This design comes from an exercise in tuning for small area on the open sky130 flow, not from production work. In this exercise RTL edits were held to simulation tests only and were not proved equivalent to the original. No driver is modelled on the clock port, so clock power and skew are understated where the tree is cut down; a real chip needs a root buffer or a tree.

==> amber: inputs <==
## uart_top
module uart_top (
	input 		clk,
	input 		rst_n,
	input 		uart_rx,
	output		uart_tx
);
==> module uart_rx, before the edit <==
module uart_rx (
	input 				clk,
	input 				rst_n,
	input 				hold,
	output 	 			recv_en,
	output reg 	[ 7:0] 	data_r,
	input 				rx_pin
);
localparam [8:0] T = 9'd42, XS = 9'd250, T2 = 9'd190;
localparam [3:0] PW = 4'd2, PS = 4'd7, PP2 = 4'd1;
reg [8:0] rq;		 
localparam [8:0] POL = 9'b010101010;
wire [8:0] rt = rq ^ POL;
reg [3:0] rp;
integer i;
wire is_w  = rp == PW;
wire is_p2 = rp == PP2;
wire hit   = rt == T;
wire hit2  = rt == T2;
assign recv_en = is_p2 && hit2;
always @(posedge clk) begin
	rq <= POL ^ (is_w ? XS : {rt[7:0], rt[8] ^ rt[4] ^ hit});
	for (i = 0; i < 8; i = i + 1)
		if (hit && rp == 4'd8 + i && !hold)
			data_r[i] <= rx_pin;
	if (!rst_n)
		rp <= PW;
	else if (is_w) begin
		if (!rx_pin)
			rp <= PS;
	end else if (is_p2 ? hit2 : hit)
		rp <= rp + 4'd1;
end
endmodule
==> module uart_tx, before the edit <==
module uart_tx (
	input 				clk,
	input 				rst_n,
	input 				send_en,
	output 	 			send_busy,
	input 				rom,
	input 		[ 7:0] 	gbyte,
	input 		[ 7:0] 	rx_buf,
	output reg 			tx_pin
);
localparam [8:0] T = 9'd42, S0 = 9'd85;
localparam [3:0] PW = 4'd1, PS = 4'd7;
reg [8:0] tq;		 
localparam [8:0] POL = 9'b101010101;
wire [8:0] tt = tq ^ POL;
reg [3:0] ph;
wire is_w  = ph == PW;
wire hit   = tt == T;
wire first = tt == S0;
assign send_busy = !is_w;
wire [7:0] byte_now = rom ? gbyte : rx_buf;
always @(posedge clk) begin
	tq <= POL ^ (is_w ? S0 : {tt[7:0], tt[8] ^ tt[4] ^ hit});
	if (!rst_n) begin
		ph 		<= PW;
		tx_pin 	<= 1'b1;
	end else begin
		if (is_w) begin
			if (send_en)
				ph <= PS;
		end else if (hit)
			ph <= ph + 4'd1;
		if (first)
			tx_pin <= ph[3] ? byte_now[ph[2:0]] : !ph[2];
	end
end
endmodule
==> module uart_top, before the edit <==
module uart_top (
	input 		clk,
	input 		rst_n,
	input 		uart_rx,
	output		uart_tx
);
localparam [25:0] WEND = 26'h29e558a;
localparam [3:0] CA = 4'd15, CB = 4'd14, CI13 = 4'd7;
reg 		m;
reg  [ 3:0] c;
reg  [25:0] wcnt;
reg  	    send_en;
wire [ 7:0] recv_data;
wire 		recv_en;
wire 		send_busy;
wire ab      = c == CA || c == CB;
wire is_e    = m && c[0];
wire is_w    = m && !c[1];
wire in_wait = m && !is_e;
wire wend    = wcnt == WEND;
wire step    = is_e || (!send_busy && !is_w);
wire rom     = m ^ !ab;
reg fb;
always @(*)
	case (c)
		4'd0:	fb = 1'b1;
		4'd1:	fb = 1'b1;
		4'd2:	fb = 1'b1;
		4'd3:	fb = 1'b1;
		4'd4:	fb = 1'b0;
		4'd5:	fb = 1'b1;
		4'd6:	fb = 1'b1;
		4'd7:	fb = 1'b1;
		4'd8:	fb = 1'b0;
		4'd9:	fb = 1'b0;
		4'd10:	fb = 1'b0;
		4'd11:	fb = 1'b0;
		4'd12:	fb = 1'b1;
		4'd13:	fb = 1'b0;
		4'd14:	fb = 1'b0;
		4'd15:	fb = 1'b0;
	endcase
reg  [ 7:0] gbyte;
always @(*)
	case (c)
		4'd12:	gbyte = 8'hE4;
		4'd9:	gbyte = 8'hBD;
		4'd2:	gbyte = 8'hA0;
		4'd5:	gbyte = 8'hE5;
		4'd11:	gbyte = 8'hA5;
		4'd6:	gbyte = 8'hBD;
		4'd13:	gbyte = " ";
		4'd10:	gbyte = " ";
		4'd4:	gbyte = "W";
		4'd8:	gbyte = "o";
		4'd0:	gbyte = "r";
		4'd1:	gbyte = "l";
		4'd3:	gbyte = "d";
		4'd7:	gbyte = "\r";
		default:	gbyte = "\n";
	endcase
always @(posedge clk) begin
	wcnt <= {wcnt[24:0], in_wait && !(wcnt[25] ^ wcnt[4])};
	if (!rst_n) begin
		m 		<= 1'b0;
		c 		<= CA;
		send_en <= 1'b0;
	end else begin
		if (is_w && wend) begin
			m 	<= 1'b0;
			c 	<= CA;
		end else if (step) begin
			c 	<= {c[2:0], fb};
			if (!m && c == CI13)
				m <= 1'b1;
		end
		if (in_wait) begin
			if (!wend)
				send_en <= recv_en;
		end else if (is_e)
			send_en <= 1'b0;
		else if (!send_busy)
			send_en <= 1'b1;
	end
end
uart_tx uart_tx_m0 (
	.clk 		(clk 		),
	.rst_n 		(rst_n 		),
	.send_en 	(send_en 	),
	.send_busy 	(send_busy 	),
	.rom 		(rom 		),
	.gbyte 		(gbyte 		),
	.rx_buf 	(recv_data 	),
	.tx_pin 	(uart_tx 	)
);
uart_rx uart_rx_m0 (
	.clk 		(clk 		),
	.rst_n 		(rst_n 		),
	.hold 		(!m && ab 	),
	.recv_en 	(recv_en 	),
	.data_r 	(recv_data 	),
	.rx_pin 	(uart_rx 	)
);
endmodule
==> flow/config.mk <==
export PLATFORM = sky130hd
export DESIGN_NAME = uart_top
export DESIGN_NICKNAME = uart_top
export VERILOG_FILES = /design/flow/design.v
export SDC_FILE = /design/flow/constraint.sdc
export NUM_CORES = 4
export LEC_CHECK = 0
export CAP_MARGIN = 0
export CORE_AREA = 2.3 2.72 57.5 59.84
export DIE_AREA = 0 0 59.8 62.56
export GPL_TIMING_DRIVEN = 0
export HOLD_SLACK_MARGIN = 0
export PLACE_DENSITY = 0.88
export SLEW_MARGIN = 0
==> flow/constraint.sdc <==
create_clock -name core_clock -period 20.0 [get_ports {clk}]
set_input_delay 4.0000 -clock core_clock [delete_from_list [all_inputs] [get_ports {clk}]]
set_output_delay 4.0000 -clock core_clock [all_outputs]
set_load 0.01 [all_outputs]
standard.sh (not shown) runs the stock make flow with config.mk's settings and CLKGATE_MAP_FILE= SYNTH_SCRIPT=/design/flow/synth_recipe.tcl, a recipe that flattens the netlist after the stock synthesis.
==> flow/flow/run.sh <==
#!/bin/bash
# Own flow: the standard layout (standard.sh) with these changes.
#  1. Synthesis: ABC maps the logic with flow/area.abc (area-oriented) in
#     place of ORFS's speed script, and ORFS's adder mapping is off. The
#     registers, their names and cell types are the standard synthesis's
#     (dfflibmap runs before ABC and is unchanged).
#  2. Clock tree: flow/cts1.tcl in place of ORFS's CTS step: the clock port
#     drives one inverter, which drives two inverters, each driving the
#     registers in its half of the layout (two inversions: no polarity change).
set -euo pipefail
HERE=$(pwd)
RES="$HERE/orfs/results/sky130hd/uart_top/base"
cat > "$HERE/own_synth.tcl" <<EOT
proc synth {args} { yosys synth -nofsm -noshare {*}\$args }
proc abc {args} {
  set i [lsearch -exact \$args -script]
  if {\$i >= 0} { lset args [expr {\$i + 1}] {$HERE/flow/area.abc} }
  yosys abc {*}\$args
}
source \$::env(SCRIPTS_DIR)/synth.tcl
# left out here: clear keep_hierarchy, flatten, clean up
yosys rename -hide {w:*\$func\$*}
write_verilog -noattr -nohex -nodec \$::env(RESULTS_DIR)/1_2_yosys.v
EOT
ARGS=(SYNTH_SCRIPT="$HERE/own_synth.tcl" ADDER_MAP_FILE= BUFFER_PORTS_ARGS="-buffer_cell sky130_fd_sc_hd__buf_1")
bash standard.sh "${ARGS[@]}" place > "$HERE/orfs_to_place.log" 2>&1
RES="$RES" CTS_GROUPS=2 CTS_BUF=sky130_fd_sc_hd__inv_12 CTS_ROOT=sky130_fd_sc_hd__inv_2 \
  openroad -no_init -exit "$HERE/flow/cts1.tcl" > "$HERE/cts1.log" 2>&1
cp "$RES/4_1_cts.odb" "$RES/4_cts.odb"
bash standard.sh "${ARGS[@]}" finish > "$HERE/orfs_finish.log" 2>&1
test -s "$HERE/out/final.def"
==> flow/flow/area.abc <==
strash
&get -n
&deepsyn -T 60
&put
dch -f
amap
==> flow/flow/cts1.tcl <==
# Clock tree: the clock port drives CTS_GROUPS clock cells (CTS_BUF), or one
# CTS_ROOT cell that drives them; each CTS_BUF cell is placed at the centre
# of a group of nearby registers and drives their clock pins. The groups come from splitting the registers at
# the median of the wider side of their bounding box, again and again.
# Replaces ORFS's 4_1_cts step: reads 3_place.odb/.sdc, writes 4_1_cts.odb
# and 4_cts.sdc.
set res $::env(RES)
set plat $::env(FLOW_HOME)/platforms/sky130hd
read_liberty $plat/lib/sky130_fd_sc_hd__tt_025C_1v80.lib
read_db $res/3_place.odb
read_sdc $res/3_place.sdc
source $plat/setRC.tcl

set block [ord::get_db_block]
set clk [$block findNet clk]
$clk setSigType CLOCK

proc centre {it} {
  set b [[$it getInst] getBBox]
  return [list [expr {([$b xMin] + [$b xMax]) / 2}] [expr {([$b yMin] + [$b yMax]) / 2}]]
}
proc split_group {g} {
  set xs {}; set ys {}
  foreach it $g { lassign [centre $it] x y; lappend xs $x; lappend ys $y }
  set dx [expr {[tcl::mathfunc::max {*}$xs] - [tcl::mathfunc::min {*}$xs]}]
  set dy [expr {[tcl::mathfunc::max {*}$ys] - [tcl::mathfunc::min {*}$ys]}]
  set k [expr {$dx >= $dy ? 0 : 1}]
  set keyed {}
  foreach it $g { lappend keyed [list [lindex [centre $it] $k] $it] }
  set sorted {}
  foreach p [lsort -integer -index 0 $keyed] { lappend sorted [lindex $p 1] }
  set h [expr {[llength $sorted] / 2}]
  return [list [lrange $sorted 0 [expr {$h - 1}]] [lrange $sorted $h end]]
}

set groups [list [$clk getITerms]]
while {[llength $groups] < $::env(CTS_GROUPS)} {
  # split the largest group
  set big 0
  for {set i 1} {$i < [llength $groups]} {incr i} {
    if {[llength [lindex $groups $i]] > [llength [lindex $groups $big]]} { set big $i }
  }
  set halves [split_group [lindex $groups $big]]
  set groups [lreplace $groups $big $big {*}$halves]
}

proc out_pin {inst} {
  foreach it [$inst getITerms] {
    if {[$it isOutputSignal]} { return $it }
  }
  error "no output on [$inst getName]"
}
proc in_pin {inst} {
  foreach it [$inst getITerms] {
    if {[$it isInputSignal]} { return $it }
  }
  error "no input on [$inst getName]"
}

# With CTS_ROOT set, the clock port drives one CTS_ROOT cell at the centre of
# all registers, which drives the group cells; two inverting cells in a row
# (CTS_ROOT and CTS_BUF both inverters) keep the clock's polarity.
set feed $clk
if {[info exists ::env(CTS_ROOT)] && $::env(CTS_ROOT) ne ""} {
  set sx 0; set sy 0; set n 0
  foreach g $groups { foreach it $g { lassign [centre $it] x y; incr sx $x; incr sy $y; incr n } }
  set root [odb::dbInst_create $block [[ord::get_db] findMaster $::env(CTS_ROOT)] clkroot_0]
  set feed [odb::dbNet_create $block clknet_root]
  $feed setSigType CLOCK
  [in_pin $root] connect $clk
  [out_pin $root] connect $feed
  $root setLocation [expr {$sx / $n}] [expr {$sy / $n}]
  $root setPlacementStatus PLACED
}

set master [[ord::get_db] findMaster $::env(CTS_BUF)]
set i 0
foreach g $groups {
  set sx 0; set sy 0
  foreach it $g { lassign [centre $it] x y; incr sx $x; incr sy $y }
  set n [llength $g]
  set buf [odb::dbInst_create $block $master clkbuf_0_$i]
  set net [odb::dbNet_create $block clknet_0_$i]
  $net setSigType CLOCK
  foreach it $g { $it disconnect; $it connect $net }
  [in_pin $buf] connect $feed
  [out_pin $buf] connect $net
  $buf setLocation [expr {$sx / $n}] [expr {$sy / $n}]
  $buf setPlacementStatus PLACED
  puts "clock buffer $i ($::env(CTS_BUF)) drives $n registers"
  incr i
}

detailed_placement
check_placement -verbose
set_propagated_clock [all_clocks]
estimate_parasitics -placement
report_clock_skew
repair_timing -hold -hold_margin 0 -verbose
detailed_placement
check_placement -verbose
report_worst_slack -min
report_worst_slack -max
write_db $res/4_1_cts.odb
write_sdc -no_timestamp $res/4_cts.sdc
==> onyx (differences from amber) <==
--- a/flow/design.v
+++ b/flow/design.v
@@ -8,21 +8,17 @@
 );
 localparam [8:0] T = 9'd42, XS = 9'd250, T2 = 9'd190;
 localparam [3:0] PW = 4'd2, PS = 4'd7, PP2 = 4'd1;
-reg [8:0] rq;		 
-localparam [8:0] POL = 9'b010101010;
-wire [8:0] rt = rq ^ POL;
+reg [8:0] rt;
 reg [3:0] rp;
-integer i;
 wire is_w  = rp == PW;
 wire is_p2 = rp == PP2;
 wire hit   = rt == T;
 wire hit2  = rt == T2;
 assign recv_en = is_p2 && hit2;
 always @(posedge clk) begin
-	rq <= POL ^ (is_w ? XS : {rt[7:0], rt[8] ^ rt[4] ^ hit});
-	for (i = 0; i < 8; i = i + 1)
-		if (hit && rp == 4'd8 + i && !hold)
-			data_r[i] <= rx_pin;
+	rt <= is_w ? XS : {rt[7:0], rt[8] ^ rt[4] ^ hit};
+	if (hit && rp[3] && !hold)
+		data_r[rp[2:0]] <= rx_pin;
 	if (!rst_n)
 		rp <= PW;
 	else if (is_w) begin
@@ -44,9 +40,7 @@
 );
 localparam [8:0] T = 9'd42, S0 = 9'd85;
 localparam [3:0] PW = 4'd1, PS = 4'd7;
-reg [8:0] tq;		 
-localparam [8:0] POL = 9'b101010101;
-wire [8:0] tt = tq ^ POL;
+reg [8:0] tt;
 reg [3:0] ph;
 wire is_w  = ph == PW;
 wire hit   = tt == T;
@@ -54,7 +48,7 @@
 assign send_busy = !is_w;
 wire [7:0] byte_now = rom ? gbyte : rx_buf;
 always @(posedge clk) begin
-	tq <= POL ^ (is_w ? S0 : {tt[7:0], tt[8] ^ tt[4] ^ hit});
+	tt <= is_w ? S0 : {tt[7:0], tt[8] ^ tt[4] ^ hit};
 	if (!rst_n) begin
 		ph 		<= PW;
 		tx_pin 	<= 1'b1;
@@ -75,7 +69,7 @@
 	input 		uart_rx,
 	output		uart_tx
 );
-localparam [25:0] WEND = 26'h29e558a;
+localparam [25:0] WEND = 26'h32fa021;
 localparam [3:0] CA = 4'd15, CB = 4'd14, CI13 = 4'd7;
 reg 		m;
 reg  [ 3:0] c;
@@ -131,7 +125,7 @@
 		default:	gbyte = "\n";
 	endcase
 always @(posedge clk) begin
-	wcnt <= {wcnt[24:0], in_wait && !(wcnt[25] ^ wcnt[4])};
+	wcnt <= {wcnt[24:0], in_wait && !(wcnt[25] ^ wcnt[5] ^ wcnt[1] ^ wcnt[0])};
 	if (!rst_n) begin
 		m 		<= 1'b0;
 		c 		<= CA;
--- a/flow/flow/run.sh
+++ b/flow/flow/run.sh
@@ -5,8 +5,7 @@
 #     registers, their names and cell types are the standard synthesis's
 #     (dfflibmap runs before ABC and is unchanged).
 #  2. Clock tree: flow/cts1.tcl in place of ORFS's CTS step: the clock port
-#     drives one inverter, which drives two inverters, each driving the
-#     registers in its half of the layout (two inversions: no polarity change).
+#     drives four clock buffers, each driving the registers near it.
 set -euo pipefail
 HERE=$(pwd)
 RES="$HERE/orfs/results/sky130hd/uart_top/base"
@@ -24,7 +23,7 @@
 EOT
 ARGS=(SYNTH_SCRIPT="$HERE/own_synth.tcl" ADDER_MAP_FILE= BUFFER_PORTS_ARGS="-buffer_cell sky130_fd_sc_hd__buf_1")
 bash standard.sh "${ARGS[@]}" place > "$HERE/orfs_to_place.log" 2>&1
-RES="$RES" CTS_GROUPS=2 CTS_BUF=sky130_fd_sc_hd__inv_12 CTS_ROOT=sky130_fd_sc_hd__inv_2 \
+RES="$RES" CTS_GROUPS=4 CTS_BUF=sky130_fd_sc_hd__clkbuf_8 \
   openroad -no_init -exit "$HERE/flow/cts1.tcl" > "$HERE/cts1.log" 2>&1
 cp "$RES/4_1_cts.odb" "$RES/4_cts.odb"
 bash standard.sh "${ARGS[@]}" finish > "$HERE/orfs_finish.log" 2>&1
--- a/flow/flow/cts1.tcl
+++ b/flow/flow/cts1.tcl
@@ -1,6 +1,6 @@
-# Clock tree: the clock port drives CTS_GROUPS clock cells (CTS_BUF), or one
-# CTS_ROOT cell that drives them; each CTS_BUF cell is placed at the centre
-# of a group of nearby registers and drives their clock pins. The groups come from splitting the registers at
+# Clock tree of one level: the clock port drives CTS_GROUPS clock buffers
+# (CTS_BUF), each placed at the centre of a group of nearby registers and
+# driving their clock pins. The groups come from splitting the registers at
 # the median of the wider side of their bounding box, again and again.
 # Replaces ORFS's 4_1_cts step: reads 3_place.odb/.sdc, writes 4_1_cts.odb
 # and 4_cts.sdc.
@@ -44,35 +44,6 @@
   set groups [lreplace $groups $big $big {*}$halves]
 }
 
-proc out_pin {inst} {
-  foreach it [$inst getITerms] {
-    if {[$it isOutputSignal]} { return $it }
-  }
-  error "no output on [$inst getName]"
-}
-proc in_pin {inst} {
-  foreach it [$inst getITerms] {
-    if {[$it isInputSignal]} { return $it }
-  }
-  error "no input on [$inst getName]"
-}
-
-# With CTS_ROOT set, the clock port drives one CTS_ROOT cell at the centre of
-# all registers, which drives the group cells; two inverting cells in a row
-# (CTS_ROOT and CTS_BUF both inverters) keep the clock's polarity.
-set feed $clk
-if {[info exists ::env(CTS_ROOT)] && $::env(CTS_ROOT) ne ""} {
-  set sx 0; set sy 0; set n 0
-  foreach g $groups { foreach it $g { lassign [centre $it] x y; incr sx $x; incr sy $y; incr n } }
-  set root [odb::dbInst_create $block [[ord::get_db] findMaster $::env(CTS_ROOT)] clkroot_0]
-  set feed [odb::dbNet_create $block clknet_root]
-  $feed setSigType CLOCK
-  [in_pin $root] connect $clk
-  [out_pin $root] connect $feed
-  $root setLocation [expr {$sx / $n}] [expr {$sy / $n}]
-  $root setPlacementStatus PLACED
-}
-
 set master [[ord::get_db] findMaster $::env(CTS_BUF)]
 set i 0
 foreach g $groups {
@@ -83,8 +54,8 @@
   set net [odb::dbNet_create $block clknet_0_$i]
   $net setSigType CLOCK
   foreach it $g { $it disconnect; $it connect $net }
-  [in_pin $buf] connect $feed
-  [out_pin $buf] connect $net
+  [$buf findITerm A] connect $clk
+  [$buf findITerm X] connect $net
   $buf setLocation [expr {$sx / $n}] [expr {$sy / $n}]
   $buf setPlacementStatus PLACED
   puts "clock buffer $i ($::env(CTS_BUF)) drives $n registers"
==> pepper (differences from amber) <==
--- a/flow/design.v
+++ b/flow/design.v
@@ -11,12 +11,14 @@
 reg [8:0] rq;		 
 localparam [8:0] POL = 9'b010101010;
 wire [8:0] rt = rq ^ POL;
-reg [3:0] rp;
+reg [3:0] rpq;		 
+localparam [3:0] RPOL = 4'd8;
+wire [3:0] rp = rpq ^ RPOL;
 integer i;
 wire is_w  = rp == PW;
 wire is_p2 = rp == PP2;
-wire hit   = rt == T;
-wire hit2  = rt == T2;
+wire hit   = rt[7:0] == T[7:0];
+wire hit2  = {rt[7:5], rt[3:0]} == {T2[7:5], T2[3:0]};
 assign recv_en = is_p2 && hit2;
 always @(posedge clk) begin
 	rq <= POL ^ (is_w ? XS : {rt[7:0], rt[8] ^ rt[4] ^ hit});
@@ -24,12 +26,12 @@
 		if (hit && rp == 4'd8 + i && !hold)
 			data_r[i] <= rx_pin;
 	if (!rst_n)
-		rp <= PW;
+		rpq <= PW ^ RPOL;
 	else if (is_w) begin
 		if (!rx_pin)
-			rp <= PS;
+			rpq <= PS ^ RPOL;
 	end else if (is_p2 ? hit2 : hit)
-		rp <= rp + 4'd1;
+		rpq <= RPOL ^ (rp + 4'd1);
 end
 endmodule
 module uart_tx (
@@ -47,23 +49,25 @@
 reg [8:0] tq;		 
 localparam [8:0] POL = 9'b101010101;
 wire [8:0] tt = tq ^ POL;
-reg [3:0] ph;
+reg [3:0] pq;		 
+localparam [3:0] PPOL = 4'd8;
+wire [3:0] ph = pq ^ PPOL;
 wire is_w  = ph == PW;
-wire hit   = tt == T;
-wire first = tt == S0;
+wire hit   = tt[7:0] == T[7:0];
+wire first = {tt[8], tt[6:0]} == {S0[8], S0[6:0]};
 assign send_busy = !is_w;
 wire [7:0] byte_now = rom ? gbyte : rx_buf;
 always @(posedge clk) begin
 	tq <= POL ^ (is_w ? S0 : {tt[7:0], tt[8] ^ tt[4] ^ hit});
 	if (!rst_n) begin
-		ph 		<= PW;
+		pq 		<= PW ^ PPOL;
 		tx_pin 	<= 1'b1;
 	end else begin
 		if (is_w) begin
 			if (send_en)
-				ph <= PS;
+				pq <= PS ^ PPOL;
 		end else if (hit)
-			ph <= ph + 4'd1;
+			pq <= PPOL ^ (ph + 4'd1);
 		if (first)
 			tx_pin <= ph[3] ? byte_now[ph[2:0]] : !ph[2];
 	end
--- a/flow/flow/run.sh
+++ b/flow/flow/run.sh
@@ -1,7 +1,8 @@
 #!/bin/bash
 # Own flow: the standard layout (standard.sh) with these changes.
-#  1. Synthesis: ABC maps the logic with flow/area.abc (area-oriented) in
-#     place of ORFS's speed script, and ORFS's adder mapping is off. The
+#  1. Synthesis: ABC maps the logic with flow/area1..8.abc (area-oriented
+#     scripts with different seeds; the smallest result is kept) in place of
+#     ORFS's speed script, and ORFS's adder mapping is off. The
 #     registers, their names and cell types are the standard synthesis's
 #     (dfflibmap runs before ABC and is unchanged).
 #  2. Clock tree: flow/cts1.tcl in place of ORFS's CTS step: the clock port
@@ -13,9 +14,25 @@
 cat > "$HERE/own_synth.tcl" <<EOT
 proc synth {args} { yosys synth -nofsm -noshare {*}\$args }
 proc abc {args} {
+  # Map with each of flow/area1..8.abc (the same script with different
+  # random seeds) and keep the smallest result.
   set i [lsearch -exact \$args -script]
-  if {\$i >= 0} { lset args [expr {\$i + 1}] {$HERE/flow/area.abc} }
-  yosys abc {*}\$args
+  set lib [lindex \$::env(LIB_FILES) 0]
+  yosys design -save abc_in
+  set best 1e18
+  foreach k {1 2 3 4 5 6 7 8} {
+    yosys design -load abc_in
+    lset args [expr {\$i + 1}] "$HERE/flow/area\$k.abc"
+    yosys abc {*}\$args
+    yosys tee -q -o {$HERE/abc_try.txt} stat -liberty \$lib
+    set f [open {$HERE/abc_try.txt}]
+    regexp {Chip area for [^:]*: ([0-9.]+)} [read \$f] -> area
+    close \$f
+    puts "ABC try \$k: area \$area"
+    if {\$area < \$best} { set best \$area; yosys design -save abc_best }
+  }
+  yosys design -load abc_best
+  puts "ABC kept area \$best"
 }
 source \$::env(SCRIPTS_DIR)/synth.tcl
 # left out here: clear keep_hierarchy, flatten, clean up
==> flow/flow/area1.abc (new file) <==
strash
&get -n
&deepsyn -T 30 -S 1
&put
dch -f
amap
==> flow/flow/area2.abc (new file) <==
strash
&get -n
&deepsyn -T 30 -S 2
&put
dch -f
amap
==> flow/flow/area3.abc (new file) <==
strash
&get -n
&deepsyn -T 30 -S 3
&put
dch -f
amap
==> flow/flow/area4.abc (new file) <==
strash
&get -n
&deepsyn -T 30 -S 4
&put
dch -f
amap
==> flow/flow/area5.abc (new file) <==
strash
&get -n
&deepsyn -T 30 -S 5
&put
dch -f
amap
==> flow/flow/area6.abc (new file) <==
strash
&get -n
&deepsyn -T 30 -S 6
&put
dch -f
amap
==> flow/flow/area7.abc (new file) <==
strash
&get -n
&deepsyn -T 30 -S 7
&put
dch -f
amap
==> flow/flow/area8.abc (new file) <==
strash
&get -n
&deepsyn -T 30 -S 8
&put
dch -f
amap
removed: flow/flow/area.abc
==> results.txt <==
                                                                     amber            onyx          pepper
Detailed-routed wire length on met2                                  2040 um         2200 um         1870 um
Vias in the first global route                                          1706            1731            1643
Slowest cell on the critical path                                    a31oi_1           or2_0          nor2_1
Maximum number of pins on one net before global-route repair              35              18              35
Fraction of layout cells with a size suffix above 1                   0.0156          0.0147          0.0121
Routed met1 length                                                   1820 um         1960 um         1880 um
Data arrival time of the worst path                                  5.14 ns         4.99 ns         5.16 ns
R2r worst-path depth                                                       9               6              11
Fin crit period                                                      5.04 ns         4.93 ns         5.00 ns
Outcome                                                       finished clean  finished clean  finished clean
DR pass1 iterations                                                        4               4               5
Area of the mapped netlist                                          2310 um2        2400 um2        2300 um2
Transition time at the pin with the least slew margin               0.904 ns         1.01 ns        0.854 ns
No run of this note takes its clock network from TritonCTS; it comes from the design's own scripts or RTL.

## static timing again, ports no longer ideal
The results above use ideal ports. As a check the final layouts listed here were re-extracted and re-timed, cells and wires unchanged.
Step 1, drivers: a clkbuf_16 drives clk and a buf_2 each remaining input, both assumed.
Step 2 adds t to the input delays and takes it off the output delays; t is the mean of the earliest and latest rising clock arrival at the registers after step 1. Input paths then give back, and output paths get back, about the clock's delay inside the block.
Three values: ideal, step 1, step 2; two values: the first two.
run | t, ns | setup slack, ns | pins driven straight from the clock port
amber | 0.274 | 14.961 / 14.968 / 14.694 | 1
onyx | 0.212 | 15.068 / 15.102 / 14.890 | 4
pepper | 0.276 | 15.000 / 15.011 / 14.734 | 1
After both steps every run listed still meets setup and hold. The setup slack of amber, which loses most, moves by +0.007 ns with the drivers and by -0.267 ns with both steps.
